This design comes from an exercise in tuning for small area, a short achievable clock period and few clock cycles on the open sky130 flow, not from production work. Where RTL was checked, it was by simulation tests only, not by an equivalence proof against the original. Power figures rest on the tool's default switching activity, not on a simulated workload.

== old ==
## Datapath
module Datapath (input clk, rst,
                 input [23:0] imem_data,
                 input [23:0] dmem_rdata,
                 output [23:0] imem_addr,
                 output [23:0] dmem_addr,
                 output [23:0] dmem_wdata,
                 output dmem_we,
                 output halted
);
Settings: LEC_CHECK=0, CAP_MARGIN=20, CORE_MARGIN=2, CORE_UTILIZATION=60, CTS_BUF_LIST=sky130_fd_sc_hd__clkbuf_8, CTS_CLUSTER_DIAMETER=60, CTS_CLUSTER_SIZE=15, SLEW_MARGIN=20; clock period 10.0 ns.
standard.sh (not shown) runs the stock make flow with config.mk's settings and CLKGATE_MAP_FILE= SYNTH_SCRIPT=/design/flow/synth_recipe.tcl, a recipe that flattens the netlist after the stock synthesis.
==> flow/flow/run.sh <==
#!/bin/bash
# Standard layout, with plain buffers on the ports and timing repair aiming
# at a 7.0 ns setup margin.
bash standard.sh SETUP_SLACK_MARGIN=7.0 'BUFFER_PORTS_ARGS=-buffer_cell sky130_fd_sc_hd__buf_2' finish > standard.log 2>&1
old has completed all stages; timing, DRC and antenna checks passed.
For new, these inputs were changed with respect to old:
--- a/flow/design.v
+++ b/flow/design.v
@@ -43,18 +43,22 @@
     wire [23:0] use_ms  = {24{mstep}} & mmask;
     wire [23:0] ac_oth  = ({24{ac_wr}} & wval) | ({24{ac_hold}} & AC) |
                           ({24{x_div}} & {4'd0, AC[23:4]}) |
                           (({24{x_mul2}} | ({24{mstep}} & ~mmask)) & {AC[22:0], 1'b0}) |
                           ({24{x_mul4}} & {AC[21:0], 2'b0}) |
                           ({24{x_mul & skip4}} & {AC[19:0], 4'd0});
     wire [23:0] ac_next = (use_sum & sum) | (use_ms & {sum[22:0], o0}) | (~use_sum & ~use_ms & ac_oth);
     wire [23:0] pc_inc;
     inc24 pcinc (.a(PC), .y(pc_inc));
+    wire        pc_take = taken & ~rst;
+    wire        pc_step = ~rst & ~stall & ~taken;
+    wire        pc_keep = ~rst & stall;
+    wire [23:0] pc_next = ({24{pc_take}} & IR) | ({24{pc_step}} & pc_inc) | ({24{pc_keep}} & PC);
     assign imem_addr  = PC;
     assign dmem_addr  = MAR;
     assign dmem_wdata = AC;
     assign dmem_we    = x_st;
     assign halted     = x_halt;
     wire [4:0] f_op  = imem_data[4:0];
     wire [2:0] f_od  = imem_data[7:5];
     wire [3:0] f_src = imem_data[12:9];
     wire f_mv   = f_op == 5'd8;
@@ -74,19 +78,18 @@
     wire s_IR = rcode == 4'd14;
     wire fwd  = x_mv & (dst == rcode) & (rcode != 4'd0);
     wire [23:0] rdv = ({24{s_H}} & H) | ({24{s_W}} & W) | ({24{s_K}} & K) | ({24{s_C}} & C) |
                       ({24{s_X}} & X) | ({24{s_J}} & J) | ({24{s_L}} & L) | ({24{s_P}} & P) |
                       ({24{s_T}} & T) | ({24{s_IR}} & IR);
     wire [23:0] opv = fwd ? wval : rdv;
     wire [23:0] opr_next = d_mul ? {1'b0, opv[23:1]} : opv ^ {24{d_inv}};
     always @(posedge clk) begin
         if (rst) begin
-            PC      <= 24'd0;
             vD      <= 1'b0;
             x_ld    <= 1'b0;
             x_st    <= 1'b0;
             x_clac  <= 1'b0;
             x_mv    <= 1'b0;
             x_alu   <= 1'b0;
             x_div   <= 1'b0;
             x_mul2  <= 1'b0;
             x_mul4  <= 1'b0;
@@ -96,19 +99,18 @@
             x_halt  <= 1'b0;
             x_rac   <= 1'b0;
             x_rmdr  <= 1'b0;
             x_acwr  <= 1'b0;
             x_achold <= 1'b1;
             mcnt    <= 5'd0;
             mskip   <= 1'b1;
         end else begin
             if (!stall) begin
-                PC      <= taken ? IR : pc_inc;
                 vD      <= ~taken & ~(vD & d_2w);
                 x_ld    <= vD & (d_op == 5'd3);
                 x_st    <= vD & (d_op == 5'd5);
                 x_clac  <= vD & (d_op == 5'd7);
                 x_mv    <= vD & d_mv;
                 x_alu   <= vD & (d_op == 5'd9 || d_op == 5'd10 || d_op == 5'd11 || d_op == 5'd12);
                 x_div   <= vD & (d_op == 5'd13);
                 x_mul2  <= vD & (d_op == 5'd14);
                 x_mul4  <= vD & (d_op == 5'd15);
@@ -122,18 +124,19 @@
                 x_achold <= ~vD | ~(d_op == 5'd3 || ((d_mv || d_op == 5'd20) && d_dst == 4'd10) ||
                                     d_op == 5'd7 || d_op == 5'd9 || d_op == 5'd10 || d_op == 5'd11 ||
                                     d_op == 5'd12 || d_op == 5'd13 || d_op == 5'd14 || d_op == 5'd15 ||
                                     d_op == 5'd16);
             end
             mcnt  <= (x_mul & ~mdone) ? mnext : 5'd0;
             mskip <= ~(x_mul & ~mdone) | skip4;
         end
     end
+    always @(posedge clk) PC <= pc_next;
     always @(posedge clk) begin
         if (!stall) begin
             IR    <= imem_data;
             rcode <= f_rcode;
             d_inv <= f_op == 5'd12 || f_op == 5'd17 || f_op == 5'd10;
             d_mul <= f_op == 5'd16;
             dst   <= d_dst;
             OPR   <= opr_next;
             o0    <= opv[0];
## What came out
new vs. old: smallest hold slack fell by 0.0078 ns, total power climbed about 6.6%, clock latency reported for the late side of the worst-skew pair now sits lower, worst ir drop on vdd now larger, portion of netlist area occupied by mux cells went down. The run with more routed wire is new, not old. Between old and new, the number of sequential storage elements figures differ only marginally. The lower top achievable clock speed of old and new is in old. From old to new the numbers moved as follows: wire length of the first global-routing pass went up; total global routing track utilization did not really move; number of multi-input combinational cells went up. The initial antenna violation count in new sits 1 above the value recorded for old. Between old and new, arrival time at the worst endpoint is higher for old, new comes in under that.
Function was not checked in any run of this note: the RTL went through the layout flow alone.

* * *

Another version of the RTL of Datapath (not shown whole).
Size in the first run: ~360 flip-flops, ~120 I/O pins, ~0.018 mm2 of cells after synthesis.
==> module Datapath, before the edit <==
module Datapath (input clk, rst,
                 input [23:0] imem_data,
                 input [23:0] dmem_rdata,
                 output [23:0] imem_addr,
                 output [23:0] dmem_addr,
                 output [23:0] dmem_wdata,
                 output dmem_we,
                 output halted
);
    reg [23:0] H, W, K, C, X, J, L, P, T, AC, MDR, MAR, PC;
    reg [23:0] OPR;      
    reg [4:0]  op;       
    reg [3:0]  dst;      
    reg [3:0]  src;      
    reg        x_sub, x_cin, x_mul, x_jmp, x_alu, x_st, x_halt;
    reg [4:0]  mcnt;     
    reg        mskip;    
    wire is_ld    = op == 5'd3;
    wire is_mv    = op == 5'd8;
    wire is_div   = op == 5'd13;
    wire is_mul2  = op == 5'd14;
    wire is_mul4  = op == 5'd15;
    wire is_const = op[4] & op[2];
    wire bubble   = x_jmp | is_const;     
    wire [23:0] rd = ({24{is_mv & (src == 4'd1)}}  & H) | ({24{is_mv & (src == 4'd2)}}  & W) |
                     ({24{is_mv & (src == 4'd3)}}  & K) | ({24{is_mv & (src == 4'd4)}}  & C) |
                     ({24{is_mv & (src == 4'd5)}}  & X) | ({24{is_mv & (src == 4'd6)}}  & J) |
                     ({24{is_mv & (src == 4'd7)}}  & L) | ({24{is_mv & (src == 4'd8)}}  & P) |
                     ({24{is_mv & (src == 4'd9)}}  & T) | ({24{(is_mv & (src == 4'd10)) | x_st}} & AC) |
                     ({24{is_mv & (src == 4'd12)}} & MDR);
    wire [23:0] wval = rd | ({24{is_const}} & imem_data) | ({24{is_ld}} & dmem_rdata);
    wire        wr   = is_mv | is_const;
    wire we_H = wr & (dst == 4'd1), we_W = wr & (dst == 4'd2), we_K = wr & (dst == 4'd3);
    wire we_C = wr & (dst == 4'd4), we_X = wr & (dst == 4'd5), we_J = wr & (dst == 4'd6);
    wire we_L = wr & (dst == 4'd7), we_P = wr & (dst == 4'd8), we_T = wr & (dst == 4'd9);
    wire we_A = wr & (dst == 4'd10), we_D = wr & (dst == 4'd12), we_M = wr & (dst == 4'd13);
    wire [23:0] a_in = x_mul ? {AC[22:0], 1'b0} : AC;
    wire [23:0] b_in = OPR ^ {24{x_sub}};
    wire [23:0] sum;
    prefix_add24 adder (.a(a_in), .b(b_in), .cin(x_cin), .s(sum));
    wire [23:0] mmask = ~(24'hFFFFFE << mcnt) & {24{AC[23]}};
    wire        skip4 = mskip & (AC[23:20] == 4'd0);
    wire [4:0]  mnext = mcnt + (skip4 ? 5'd4 : 5'd1);
    wire        mdone = skip4 ? (mcnt == 5'd20) : (mcnt == 5'd23);
    wire taken = x_jmp & ~sum[23];
    wire stall = (x_mul & ~mdone) | x_halt;
    wire        ac_ld   = we_A | is_ld;
    wire        ac_hold = ~(ac_ld | x_alu | x_mul | is_div | is_mul2 | is_mul4 | (op == 5'd7));
    wire        mstep   = x_mul & ~skip4;
    wire [23:0] use_sum = {24{x_alu}} | ({24{mstep}} & mmask);
    wire [23:0] ac_oth  = ({24{ac_ld}} & wval) | ({24{ac_hold}} & AC) |
                          ({24{is_div}} & {4'd0, AC[23:4]}) |
                          (({24{is_mul2}} | ({24{mstep}} & ~mmask)) & {AC[22:0], 1'b0}) |
                          ({24{is_mul4}} & {AC[21:0], 2'b0}) |
                          ({24{x_mul & skip4}} & {AC[19:0], 4'd0});
    wire [23:0] ac_next = (use_sum & sum) | (~use_sum & ac_oth);
    wire [23:0] pc_inc;
    inc24 pcinc (.a(PC), .y(pc_inc));
    assign imem_addr  = PC;
    assign dmem_addr  = MAR;
    assign dmem_wdata = AC;
    assign dmem_we    = x_st;
    assign halted     = x_halt;
    wire [4:0] f_op  = imem_data[4:0];
    wire [3:0] f_dst = imem_data[8:5];
    wire [3:0] f_src = imem_data[12:9];
    wire f_mvir   = f_op == 5'd8 && f_src[3:1] == 3'b111;
    wire f_halt   = ~f_op[4] & ~f_op[3] & ~f_op[0];
    wire f_incdec = f_op == 5'd9 || f_op == 5'd10;
    wire o_W = ~f_incdec & (f_dst[2:0] == 3'd2);
    wire o_K = ~f_incdec & (f_dst[2:0] == 3'd3);
    wire o_T = ~f_incdec & (f_dst[2:0] == 3'd1);
    wire o_X = ~f_incdec & (f_dst[2:0] == 3'd5);
    wire o_J = ~f_incdec & (f_dst[2:0] == 3'd6);
    wire o_L = ~f_incdec & (f_dst[2:0] == 3'd0 || f_dst[2:0] == 3'd4 || f_dst[2:0] == 3'd7);
    wire fwd = (o_W & we_W) | (o_K & we_K) | (o_T & we_T) | (o_X & we_X) | (o_J & we_J) | (o_L & we_L);
    wire [23:0] opr_rd = ({24{o_W}} & W) | ({24{o_K}} & K) | ({24{o_T}} & T) |
                         ({24{o_X}} & X) | ({24{o_J}} & J) | ({24{o_L}} & L);
    wire [23:0] opr_next = fwd ? wval : opr_rd;
    always @(posedge clk) begin
        if (rst) begin
            PC     <= 24'd0;
            op     <= 5'd1;
            x_jmp  <= 1'b0;
            x_mul  <= 1'b0;
            x_alu  <= 1'b0;
            x_st   <= 1'b0;
            x_halt <= 1'b0;
            mcnt   <= 5'd0;
            mskip  <= 1'b1;
        end else begin
            if (!stall) begin
                if (bubble | ~f_mvir) PC <= taken ? imem_data : pc_inc;
                op     <= bubble ? 5'd1 : f_mvir ? 5'd20 : f_op;
                x_jmp  <= ~bubble & (f_op == 5'd17);
                x_mul  <= ~bubble & (f_op == 5'd16);
                x_alu  <= ~bubble & (f_op == 5'd9 || f_op == 5'd10 || f_op == 5'd11 || f_op == 5'd12);
                x_st   <= ~bubble & (f_op == 5'd5);
                x_halt <= ~bubble & f_halt;
            end
            mcnt  <= (x_mul & ~mdone) ? mnext : 5'd0;
            mskip <= ~(x_mul & ~mdone) | skip4;
        end
    end
    always @(posedge clk) begin
        if (!stall) begin
            dst   <= f_dst;
            src   <= f_src;
            OPR   <= opr_next;
            x_sub <= f_op == 5'd12 || f_op == 5'd17 || f_op == 5'd10;
            x_cin <= f_op == 5'd12 || f_op == 5'd17 || f_op == 5'd9;
        end
    end
    always @(posedge clk) begin
        if (we_H) H <= wval;
        if (we_W) W <= wval;
        if (we_K) K <= wval;
        if (we_C) C <= wval;
        if (we_X) X <= wval;
        if (we_J) J <= wval;
        if (we_L) L <= wval;
        if (we_P) P <= wval;
        if (we_T) T <= wval;
        if (we_M) MAR <= wval;
        if (we_D | is_ld | x_st) MDR <= wval;
        AC <= ac_next;
    end
endmodule
clock: 10.0 ns
lec_check: 0
cap_margin: 20
core_margin: 2
core_utilization: 40
slew_margin: 20
==> flow/flow/run.sh <==
#!/bin/bash
# Standard layout, with timing repair aiming at a 6.5 ns setup margin.
bash standard.sh SETUP_SLACK_MARGIN=6.5 finish > standard.log 2>&1
The first run produced a clean layout.
Rerun with:
--- a/flow/design.v
+++ b/flow/design.v
@@ -66,18 +66,18 @@
     wire [3:0] f_src = imem_data[12:9];
     wire f_mvir   = f_op == 5'd8 && f_src[3:1] == 3'b111;
     wire f_halt   = ~f_op[4] & ~f_op[3] & ~f_op[0];
     wire f_incdec = f_op == 5'd9 || f_op == 5'd10;
-    wire o_W = ~f_incdec & (f_dst[2:0] == 3'd2);
-    wire o_K = ~f_incdec & (f_dst[2:0] == 3'd3);
-    wire o_T = ~f_incdec & (f_dst[2:0] == 3'd1);
-    wire o_X = ~f_incdec & (f_dst[2:0] == 3'd5);
-    wire o_J = ~f_incdec & (f_dst[2:0] == 3'd6);
-    wire o_L = ~f_incdec & (f_dst[2:0] == 3'd0 || f_dst[2:0] == 3'd4 || f_dst[2:0] == 3'd7);
+    wire o_W = (f_dst[2:0] == 3'd2);
+    wire o_K = (f_dst[2:0] == 3'd3);
+    wire o_T = (f_dst[2:0] == 3'd1);
+    wire o_X = (f_dst[2:0] == 3'd5);
+    wire o_J = (f_dst[2:0] == 3'd6);
+    wire o_L = (f_dst[2:0] == 3'd0 || f_dst[2:0] == 3'd4 || f_dst[2:0] == 3'd7);
     wire fwd = (o_W & we_W) | (o_K & we_K) | (o_T & we_T) | (o_X & we_X) | (o_J & we_J) | (o_L & we_L);
     wire [23:0] opr_rd = ({24{o_W}} & W) | ({24{o_K}} & K) | ({24{o_T}} & T) |
                          ({24{o_X}} & X) | ({24{o_J}} & J) | ({24{o_L}} & L);
-    wire [23:0] opr_next = fwd ? wval : opr_rd;
+    wire [23:0] opr_next = (fwd ? wval : opr_rd) & {24{~f_incdec}};    
     always @(posedge clk) begin
         if (rst) begin
             PC     <= 24'd0;
             op     <= 5'd1;
After rerunning: The new run passed the timing, DRC and antenna checks; die area rises by about 2.4%; setup slack gains 0.29 ns; count of clock-buffer cells in the layout rises by 1; maximum frequency rises by 8.1%; worst hold slack gains 0.044 ns.
Testbench counts after the change, summed over its fixed seeds: cycles 102,099.
Only the layout flow was run in the first run of this note; the RTL was not checked for function there.

port drivers added, routing unchanged:
The results above use ideal ports. As a check the final layouts listed here were re-extracted and re-timed, cells and wires unchanged.
Step 1: set_driving_cell puts a clkbuf_16 on clk and a buf_2 on each other input, an assumption about the parent block.
Step 2 times the ports against the registers' clock, not the clock port: input delays grow and output delays shrink by t, the midpoint of the rising clock arrivals with the driver on.
Three values: ideal ports, drivers, drivers and shift; two values: the first two.
| run | shift t [ns] | setup slack, ns | worst setup path after step 2 | pins driven straight from the clock port |
|---|---|---|---|---|
| old | 0.626 | 6.724 / 6.675 / 6.451 | input to register | 1 |
| new | 0.617 | 6.772 / 6.722 / 6.349 | input to register | 1 |
| the first run of note 2 | 0.615 | 6.197 / 6.192 / 5.577 | input to register | 1 |
| the second run of note 2 | 0.625 | 6.483 / 6.468 / 5.897 | input to register | 1 |
After both steps every run listed still meets setup and hold. For the first run of note 2, which loses most, drivers alone change the setup slack by -0.005 ns; drivers and shift together by -0.620 ns.
